What follows belongs to an exercise in optimizing a design on an open flow for small area; a production flow would make more cautious choices. Function was checked by simulation only, so behaviour that the tests miss may differ from the original. The flow treats the clock pin as an ideal source. Dropping or thinning the clock tree relies on that and would not hold on a real chip. Power figures rest on the tool's default switching activity, not on a simulated workload.

## maple
==> flow/design.v (excerpt) <==
module jumpy_hawk(
		CLOCK_50,
		SW,
		LEDR,
		KEY,
		HEX0,
		VGA_X,
		VGA_Y,
		VGA_COLOUR,
		VGA_PLOT
);
	input [17:0] SW;
	input CLOCK_50;
	input [3:0] KEY;
	output [6:0] HEX0;
	output [9:0] LEDR;
	output [7:0] VGA_X;
	output [7:0] VGA_Y;
	output [2:0] VGA_COLOUR;
	output VGA_PLOT;
	wire rst = !KEY[0];
	wire run = KEY[1];
	reg en;
	reg [1:0] L;
	reg [6:0] H;
	always @(posedge CLOCK_50)
		if (rst) begin
			en <= 1'b0;
			L <= 2'd0;
			H <= 7'd64;
		end else begin
			if (SW[17]) en <= 1'b1;
			L <= run ? L - 1'b1 : 2'd3;
			if (!run) H <= 7'd0;
			else if (L == 2'd0) H <= {H[5:0], H[6] ^ H[5] ^ (H[5:0] == 6'd0)};
		end
	wire h0 = H == 7'd64;
	wire ctl = en && (h0 || H == 7'd96) && ((h0 && L == 2'd0) || !run);
	wire dtick = run && L == 2'd2;
	localparam K_START = 2'd0, K_GO = 2'd1, K_STOP = 2'd2;
	reg gogo, par;
	reg [3:0] bpos;
	reg [1:0] bk;
	reg [2:0] wpos;
	reg [1:0] wk;
	wire coll;
	wire b_dec = bpos == 4'd3;
	wire w_dec = wpos == 3'd0;
	always @(posedge CLOCK_50)
		if (rst) begin
			gogo <= 1'b0;
			par <= 1'b0;
			bpos <= 4'd3;
			bk <= K_START;
			wpos <= 3'd0;
			wk <= K_START;
		end else if (ctl) begin
			if (!SW[1]) gogo <= 1'b1;
			par <= !par;
			if (par) begin
				if (b_dec) begin
					bk <= (bk == K_START) ? (gogo ? K_GO : K_START) :
						(bk == K_GO && !coll) ? K_GO :
						(bk == K_GO) ? K_STOP : K_START;
					if (bk != K_STOP) bpos <= 4'd7;
				end else
					bpos <= bpos + 1'b1;
			end else begin
				if (w_dec) begin
					wk <= (wk == K_START) ? (gogo ? K_GO : K_START) :
						(wk == K_GO && !coll) ? K_GO :
						(wk == K_GO) ? K_STOP : K_START;
					if (wk != K_STOP) wpos <= 3'd4;
				end else
					wpos <= (wpos == 3'd7) ? 3'd2 : (wpos == 3'd2) ? 3'd0 : wpos + 1'b1;
			end
		end
	wire b_draw = !par && bpos >= 4'd7;
	wire b_del = !par && bpos == 4'd0;
	wire b_upd = !par && bpos == 4'd1;
	wire b_updvy = !par && bpos == 4'd2;
	wire is_wall = par && wpos[2];
	wire w_draw_bot = is_wall && wpos[1:0] == 2'd0;
	wire w_del_bot = is_wall && wpos[1:0] == 2'd1;
	wire w_draw_top = is_wall && wpos[1:0] == 2'd2;
	wire w_del_top = is_wall && wpos[1:0] == 2'd3;
	wire w_upd = par && wpos == 3'd2;
	wire is_bird = b_draw || b_del;
  ...
For scale: about 60 I/O pins, roughly 0.0056 sq mm of cells after synthesis.
Settings: LEC_CHECK=0, CAP_MARGIN=10, CORE_MARGIN=2, CORE_UTILIZATION=65, GPL_TIMING_DRIVEN=0, SLEW_MARGIN=10; clock period 10.0 ns.
standard.sh (not shown) runs the stock make flow with config.mk's settings and CLKGATE_MAP_FILE= SYNTH_SCRIPT=/design/flow/synth_recipe.tcl, a recipe that flattens the netlist after the stock synthesis.
==> flow/flow/run.sh <==
#!/bin/bash
# Layout flow: the standard synthesis, its combinational logic re-mapped
# by ABC for area (flip-flops untouched), four ABC runs with different seeds
# in parallel and the smallest kept (its equivalence with the standard
# netlist checked), then the standard ORFS layout with small port buffers
# and a small clock tree.
set -euo pipefail
HERE=$(pwd)
F=$HERE/flow
R=$HERE/orfs/results/$FLOW_PLATFORM/jumpy_hawk/base
LIB=$FLOW_HOME/platforms/$FLOW_PLATFORM/lib/sky130_fd_sc_hd__tt_025C_1v80.lib

bash standard.sh synth > $HERE/synth_std.log 2>&1
cp $R/1_2_yosys.v $HERE/std.v

pids=()
for k in 0 1 2 3; do
  sed -e "s/SEED1/$k/" -e "s/SEED2/$((k + 4))/" $F/abc_template.scr > $HERE/abc_$k.scr
  LIB=$LIB NETLIST_IN=$HERE/std.v NETLIST_OUT=$HERE/new_$k.v ABC_SCRIPT=$HERE/abc_$k.scr \
    yosys -c $F/remap.tcl > $HERE/remap_$k.log 2>&1 &
  pids+=($!)
done
for p in "${pids[@]}"; do wait $p || true; done
best=$(for k in 0 1 2 3; do
  a=$(grep "Chip area" $HERE/remap_$k.log | awk '{print $NF}' || true)
  if [ -n "$a" ] && [ -s $HERE/new_$k.v ]; then echo "$a $k"; fi
done | sort -g | head -1 | awk '{print $2}')
echo "chosen remap: $best" > $HERE/choice.log
grep "Chip area" $HERE/remap_*.log >> $HERE/choice.log
cp $HERE/new_$best.v $HERE/new.v

ln -sf $LIB $HERE/lib.lib
yosys $F/equiv.ys > $HERE/equiv.log 2>&1
rm -f $HERE/lib.lib
cp $HERE/new.v $R/1_2_yosys.v
rm -f $R/1_synth.odb $R/1_synth.sdc

source $F/settings.sh
bash standard.sh finish > $HERE/finish.log 2>&1
Other scripts of this flow, unchanged in this note and not shown: flow/flow/abc_template.scr, flow/flow/equiv.ys, flow/flow/remap.tcl, flow/flow/settings.sh
Every stage of the flow completed for maple, and the final layout passed the timing, design-rule and antenna checks.
Modified inputs, juniper compared to maple
- CORE_UTILIZATION changed from 65 to 40
- SLEW_MARGIN changed from 10 to 20
- CAP_MARGIN changed from 10 to 20
- GPL_TIMING_DRIVEN removed (was 0)
- juniper: post-route non-filler standard cell count is 75 higher than what maple reported.
- juniper against maple: total congestion overflow after global routing held steady, internal power saw little to no change, power density over the cells lost 0.73%, met1 demand-to-capacity share in global routing -9.8 points, site row count now larger.
- Compared with maple, juniper degrades power after layout.
- maple -> juniper: final area increased slightly
- On worst slew slack as a fraction of its limit, maple loses to juniper.
- Where first-pass GRT wire length is concerned, maple is better than juniper.

Setup of run P:
Another version of the RTL of jumpy_hawk (not shown whole).
Size in the first run: roughly 690 cells after synthesis, ~60 I/O pins, ~5800 µm² of cells after synthesis.
==> flow/design.v (excerpt) <==
module jumpy_hawk(
		CLOCK_50,
		SW,
		LEDR,
		KEY,
		HEX0,
		VGA_X,
		VGA_Y,
		VGA_COLOUR,
		VGA_PLOT
);
clock: 10.0 ns
lec_check: 0
cap_margin: 20
core_margin: 2
core_utilization: 40
slew_margin: 20
==> flow/flow/run.sh <==
#!/bin/bash
# Layout flow: the standard synthesis, its combinational logic re-mapped
# by ABC for area (flip-flops untouched, equivalence checked), then the
# standard ORFS layout with small port buffers and a small clock tree.
set -euo pipefail
HERE=$(pwd)
F=$HERE/flow
R=$HERE/orfs/results/$FLOW_PLATFORM/jumpy_hawk/base
LIB=$FLOW_HOME/platforms/$FLOW_PLATFORM/lib/sky130_fd_sc_hd__tt_025C_1v80.lib

bash standard.sh synth > $HERE/synth_std.log 2>&1

cp $R/1_2_yosys.v $HERE/std.v
LIB=$LIB NETLIST_IN=$HERE/std.v NETLIST_OUT=$HERE/new.v ABC_SCRIPT=$F/abc_area.scr \
  yosys -c $F/remap.tcl > $HERE/remap.log 2>&1
ln -sf $LIB $HERE/lib.lib
yosys $F/equiv.ys > $HERE/equiv.log 2>&1
rm -f $HERE/lib.lib
cp $HERE/new.v $R/1_2_yosys.v
rm -f $R/1_synth.odb $R/1_synth.sdc

source $F/settings.sh
bash standard.sh finish > $HERE/finish.log 2>&1
==> flow/flow/abc_area.scr <==
strash
&get -n
&deepsyn -T 60
&put
dc2
&get -n
&deepsyn -T 60 -S 3
&dch -f
&nf -a -R 1000
&put
==> flow/flow/settings.sh <==
export BUFFER_PORTS_ARGS="-buffer_cell sky130_fd_sc_hd__buf_1"
export CTS_ARGS="-sink_clustering_enable -repair_clock_nets -buf_list sky130_fd_sc_hd__clkbuf_8 -sink_clustering_size 16 -dont_use_dummy_load"
Other scripts of this flow, unchanged in this note and not shown: flow/flow/equiv.ys, flow/flow/remap.tcl
Having completed the whole flow, run P delivered a layout that passed the timing, design-rule and antenna checks.
## Diff of input files: run R against run P
==> flow/flow/abc_area.scr <==
strash
&get -n
&fraig -x
&put
scorr
dc2
dretime
strash
&get -n
&dch -f
&nf -a -R 1000
&put
==> flow/flow/settings.sh <==
export BUFFER_PORTS_ARGS="-buffer_cell sky130_fd_sc_hd__buf_1"
export CTS_ARGS="-sink_clustering_enable -repair_clock_nets -buf_list sky130_fd_sc_hd__clkbuf_16 -sink_clustering_size 40 -sink_clustering_max_diameter 200 -dont_use_dummy_load"
- Run R has clock network power share above what run P had.
- Run R | status: complete | timing, DRC, antenna: pass
- Run P was smaller in final cell area than run R.
- Taking run P as the reference point, the shortest clock period the worst path allows after layout of run R falls by 1.61 ns.
- Mean instance size in the synthesized netlist: run P and run R compared, higher one is run P
- Compared with run P, run R shows a lower share of power burned in registers.
- Cmp run R vs run P: standby leakage power higher in run R

jumpy_hawk with an RTL version that a note above also has.
For scale: ~700 cells after synthesis, ~60 I/O pins, roughly 0.0056 sq mm of cells after synthesis.
==> flow/config.mk <==
export PLATFORM = sky130hd
export DESIGN_NAME = jumpy_hawk
export DESIGN_NICKNAME = jumpy_hawk
export VERILOG_FILES = /design/flow/design.v
export SDC_FILE = /design/flow/constraint.sdc
export NUM_CORES = 4
export LEC_CHECK = 0
export CAP_MARGIN = 0
export CORE_MARGIN = 2
export CORE_UTILIZATION = 65
export GPL_TIMING_DRIVEN = 0
export SLEW_MARGIN = 0
==> flow/constraint.sdc <==
create_clock -name core_clock -period 10.0 [get_ports {CLOCK_50}]
set_input_delay 2.0000 -clock core_clock [delete_from_list [all_inputs] [get_ports {CLOCK_50}]]
set_output_delay 2.0000 -clock core_clock [all_outputs]
set_load 0.01 [all_outputs]
==> flow/flow/run.sh <==
#!/bin/bash
# Layout flow: the standard synthesis, its combinational logic re-mapped
# by ABC for area (flip-flops untouched), four ABC runs with different seeds
# in parallel and the smallest kept (its equivalence with the standard
# netlist checked), then the standard ORFS layout with small port buffers
# and a small clock tree.
set -euo pipefail
HERE=$(pwd)
F=$HERE/flow
R=$HERE/orfs/results/$FLOW_PLATFORM/jumpy_hawk/base
LIB=$FLOW_HOME/platforms/$FLOW_PLATFORM/lib/sky130_fd_sc_hd__tt_025C_1v80.lib

bash standard.sh synth > $HERE/synth_std.log 2>&1
cp $R/1_2_yosys.v $HERE/std.v

pids=()
for k in 0 1 2 3; do
  sed -e "s/SEED1/$k/" -e "s/SEED2/$((k + 4))/" $F/abc_template.scr > $HERE/abc_$k.scr
  LIB=$LIB NETLIST_IN=$HERE/std.v NETLIST_OUT=$HERE/new_$k.v ABC_SCRIPT=$HERE/abc_$k.scr \
    yosys -c $F/remap.tcl > $HERE/remap_$k.log 2>&1 &
  pids+=($!)
done
for p in "${pids[@]}"; do wait $p || true; done
best=$(for k in 0 1 2 3; do
  a=$(grep "Chip area" $HERE/remap_$k.log | awk '{print $NF}' || true)
  if [ -n "$a" ] && [ -s $HERE/new_$k.v ]; then echo "$a $k"; fi
done | sort -g | head -1 | awk '{print $2}')
echo "chosen remap: $best" > $HERE/choice.log
grep "Chip area" $HERE/remap_*.log >> $HERE/choice.log
cp $HERE/new_$best.v $HERE/new.v

ln -sf $LIB $HERE/lib.lib
yosys $F/equiv.ys > $HERE/equiv.log 2>&1
rm -f $HERE/lib.lib
cp $HERE/new.v $R/1_2_yosys.v
rm -f $R/1_synth.odb $R/1_synth.sdc

source $F/settings.sh
bash standard.sh finish > $HERE/finish.log 2>&1
==> flow/flow/abc_template.scr <==
strash
&get -n
&deepsyn -T 60 -S SEED1
&put
dc2
&get -n
&deepsyn -T 60 -S SEED2
&dch -f
&nf -a -R 1000
&put
==> flow/flow/settings.sh <==
export BUFFER_PORTS_ARGS="-buffer_cell sky130_fd_sc_hd__buf_1"
export CTS_ARGS="-sink_clustering_enable -repair_clock_nets -buf_list sky130_fd_sc_hd__clkbuf_8 -dont_use_dummy_load"
export POST_CTS_TCL=$HERE/flow/clock_tree.tcl
Other scripts of this flow, unchanged in this note and not shown: flow/flow/clock_tree.tcl, flow/flow/equiv.ys, flow/flow/remap.tcl
Rerun with:
--- a/flow/flow/run.sh
+++ b/flow/flow/run.sh
@@ -3,2 +3,2 @@
-# by ABC for area (flip-flops untouched), four ABC runs with different seeds
-# in parallel and the smallest kept (its equivalence with the standard
+# by ABC for area (flip-flops untouched), eight ABC runs with different seeds
+# (four at a time) and the smallest kept (its equivalence with the standard
@@ -16,6 +16,8 @@
-pids=()
-for k in 0 1 2 3; do
-  sed -e "s/SEED1/$k/" -e "s/SEED2/$((k + 4))/" $F/abc_template.scr > $HERE/abc_$k.scr
-  LIB=$LIB NETLIST_IN=$HERE/std.v NETLIST_OUT=$HERE/new_$k.v ABC_SCRIPT=$HERE/abc_$k.scr \
-    yosys -c $F/remap.tcl > $HERE/remap_$k.log 2>&1 &
-  pids+=($!)
+# two waves of four ABC runs (NUM_CORES is 4): two deepsyn rounds, then
+# three shorter ones, each with its own seeds
+for k in 0 1 2 3 4 5 6 7; do
+  if [ $k -lt 4 ]; then
+    sed -e "s/SEED1/$k/" -e "s/SEED2/$((k + 4))/" $F/abc_template.scr > $HERE/abc_$k.scr
+  else
+    sed -e "s/SEED1/$((k + 4))/" -e "s/SEED2/$((k + 8))/" -e "s/SEED3/$((k + 12))/" $F/abc_template2.scr > $HERE/abc_$k.scr
+  fi
@@ -23,2 +25,10 @@
-for p in "${pids[@]}"; do wait $p || true; done
-best=$(for k in 0 1 2 3; do
+for wave in "0 1 2 3" "4 5 6 7"; do
+  pids=()
+  for k in $wave; do
+    LIB=$LIB NETLIST_IN=$HERE/std.v NETLIST_OUT=$HERE/new_$k.v ABC_SCRIPT=$HERE/abc_$k.scr \
+      yosys -c $F/remap.tcl > $HERE/remap_$k.log 2>&1 &
+    pids+=($!)
+  done
+  for p in "${pids[@]}"; do wait $p || true; done
+done
+best=$(for k in 0 1 2 3 4 5 6 7; do
==> flow/flow/abc_template2.scr (new file) <==
strash
&get -n
&deepsyn -T 40 -S SEED1
&put
dc2
&get -n
&deepsyn -T 40 -S SEED2
&put
dc2
&get -n
&deepsyn -T 40 -S SEED3
&dch -f
&nf -a -R 1000
&put
--- a/flow/flow/settings.sh
+++ b/flow/flow/settings.sh
@@ -3,0 +4 @@
+export REMOVE_ABC_BUFFERS=1
After rerunning: Final area went down slightly; synthesized area came out lower slightly; cell count drops by a few percent; via count shrinks by a few percent; setup slack improved by 0.17 ns; sequential share of layout area is higher by 0.38 points; global-route usage goes up by 0.40 points; total power hardly moves; routed wire length came out higher slightly.
Rerun with:
==> flow/flow/run.sh (replaced) <==
#!/bin/bash
# Layout flow: the standard synthesis, its combinational logic re-mapped
# by ABC for area (flip-flops untouched), four ABC runs with different seeds
# in parallel and the smallest kept (its equivalence with the standard
# netlist checked), then the standard ORFS layout with small port buffers
# and a small clock tree.
set -euo pipefail
HERE=$(pwd)
F=$HERE/flow
R=$HERE/orfs/results/$FLOW_PLATFORM/jumpy_hawk/base
LIB=$FLOW_HOME/platforms/$FLOW_PLATFORM/lib/sky130_fd_sc_hd__tt_025C_1v80.lib

bash standard.sh synth > $HERE/synth_std.log 2>&1
cp $R/1_2_yosys.v $HERE/std.v

pids=()
for k in 0 1 2 3; do
  sed -e "s/SEED1/$k/" -e "s/SEED2/$((k + 4))/" $F/abc_template.scr > $HERE/abc_$k.scr
  LIB=$LIB NETLIST_IN=$HERE/std.v NETLIST_OUT=$HERE/new_$k.v ABC_SCRIPT=$HERE/abc_$k.scr \
    yosys -c $F/remap.tcl > $HERE/remap_$k.log 2>&1 &
  pids+=($!)
done
for p in "${pids[@]}"; do wait $p || true; done
best=$(for k in 0 1 2 3; do
  a=$(grep "Chip area" $HERE/remap_$k.log | awk '{print $NF}' || true)
  if [ -n "$a" ] && [ -s $HERE/new_$k.v ]; then echo "$a $k"; fi
done | sort -g | head -1 | awk '{print $2}')
echo "chosen remap: $best" > $HERE/choice.log
grep "Chip area" $HERE/remap_*.log >> $HERE/choice.log
cp $HERE/new_$best.v $HERE/new.v

ln -sf $LIB $HERE/lib.lib
yosys $F/equiv.ys > $HERE/equiv.log 2>&1
rm -f $HERE/lib.lib
cp $HERE/new.v $R/1_2_yosys.v
rm -f $R/1_synth.odb $R/1_synth.sdc

source $F/settings.sh
bash standard.sh finish > $HERE/finish.log 2>&1
removed: flow/flow/abc_template2.scr
The changed run produced a clean layout.
Cell area is higher by 0.61%.
Area after synthesis climbs by 0.74%.
Wire length is lower by 0.66%.
Clock skew grows by 0.011 ns.
Utilization grows by 0.44 points.
Final cell count came out higher by 3.1%.
Worst setup slack gets worse by 0.17 ns.
Sequential power stays flat.
Sequential share of layout area fell by 0.23 points.
Synthesized cell count grows by 3.7%.
Rerun with:
--- a/flow/flow/run.sh
+++ b/flow/flow/run.sh
@@ -3,2 +3,2 @@
-# by ABC for area (flip-flops untouched), four ABC runs with different seeds
-# in parallel and the smallest kept (its equivalence with the standard
+# by ABC for area (flip-flops untouched), twelve ABC runs with different seeds
+# (four at a time) and the smallest kept (its equivalence with the standard
@@ -16,6 +16,7 @@
-pids=()
-for k in 0 1 2 3; do
-  sed -e "s/SEED1/$k/" -e "s/SEED2/$((k + 4))/" $F/abc_template.scr > $HERE/abc_$k.scr
-  LIB=$LIB NETLIST_IN=$HERE/std.v NETLIST_OUT=$HERE/new_$k.v ABC_SCRIPT=$HERE/abc_$k.scr \
-    yosys -c $F/remap.tcl > $HERE/remap_$k.log 2>&1 &
-  pids+=($!)
+# three waves of four ABC runs (NUM_CORES is 4), each three deepsyn rounds
+# with its own seeds
+seeds=("8 12 16" "11 15 19" "9 13 17" "10 14 18" "20 32 44" "21 33 45"
+       "22 34 46" "23 35 47" "24 36 48" "25 37 49" "26 38 50" "27 39 51")
+for k in 0 1 2 3 4 5 6 7 8 9 10 11; do
+  set -- ${seeds[$k]}
+  sed -e "s/SEED1/$1/" -e "s/SEED2/$2/" -e "s/SEED3/$3/" $F/abc_template2.scr > $HERE/abc_$k.scr
@@ -23,2 +24,10 @@
-for p in "${pids[@]}"; do wait $p || true; done
-best=$(for k in 0 1 2 3; do
+for wave in "0 1 2 3" "4 5 6 7" "8 9 10 11"; do
+  pids=()
+  for k in $wave; do
+    LIB=$LIB NETLIST_IN=$HERE/std.v NETLIST_OUT=$HERE/new_$k.v ABC_SCRIPT=$HERE/abc_$k.scr \
+      yosys -c $F/remap.tcl > $HERE/remap_$k.log 2>&1 &
+    pids+=($!)
+  done
+  for p in "${pids[@]}"; do wait $p || true; done
+done
+best=$(for k in 0 1 2 3 4 5 6 7 8 9 10 11; do
==> flow/flow/abc_template2.scr (new file) <==
strash
&get -n
&deepsyn -T 40 -S SEED1
&put
dc2
&get -n
&deepsyn -T 40 -S SEED2
&put
dc2
&get -n
&deepsyn -T 40 -S SEED3
&dch -f
&nf -a -R 1000
&put
removed: flow/flow/abc_template.scr
After rerunning: Routed wire length rises by about 0.7%. Synthesized cell count drops by about 3.6%. Setup slack improves by 0.17 ns. Utilization decreases by 0.44 points. Sequential share of layout area increases by 0.23 points. Maximum frequency rises by about 2.2%. Flip-flop and latch count is unchanged. Final cell count is lower by about 3%.
No run of this note takes its clock network from TritonCTS; it comes from the design's own scripts or RTL.

==> separate check: timing with driven ports <==
How much do the figures lean on ideal ports? The routed layouts below were timed once more, with nothing changed but the port constraints.
Step 1 sets driving cells, clkbuf_16 on the clock port and buf_2 on the other inputs (assumed; they add their load-dependent delay and slew).
Step 2, shift: input delay + t, output delay - t, t = (earliest + latest rising clock arrival at the registers) / 2. This alone moves slack from input paths to output paths.
a / b / c = ideal / step 1 / step 2; a / b = the first two.
run | shift t [ns] | setup slack, ns | latest minus earliest clock arrival (ns) | worst register clock-pin slew, ns
maple | 0.395 | 2.117 / 2.078 / 2.474 | 0.028 / 0.027 | 0.11 / 0.11
juniper | 0.410 | 2.035 / 2.000 / 2.410 | 0.036 / 0.035 | 0.11 / 0.11
run P | 0.413 | 1.418 / 1.385 / 1.798 | 0.041 / 0.041 | 0.12 / 0.12
run R | 0.391 | 3.024 / 2.981 / 3.372 | 0.029 / 0.029 | 0.08 / 0.08
the first run of note 3 | 0.239 | 2.287 / 2.207 / 2.446 | 0.015 / 0.015 | 0.11 / 0.11
the second run of note 3 | 0.246 | 2.457 / 2.373 / 2.619 | 0.011 / 0.010 | 0.11 / 0.11
the third run of note 3 | 0.245 | 2.289 / 2.207 / 2.452 | 0.022 / 0.023 | 0.11 / 0.12
the fourth run of note 3 | 0.246 | 2.457 / 2.373 / 2.619 | 0.011 / 0.010 | 0.11 / 0.11
After both steps setup and hold are still met in every run listed.
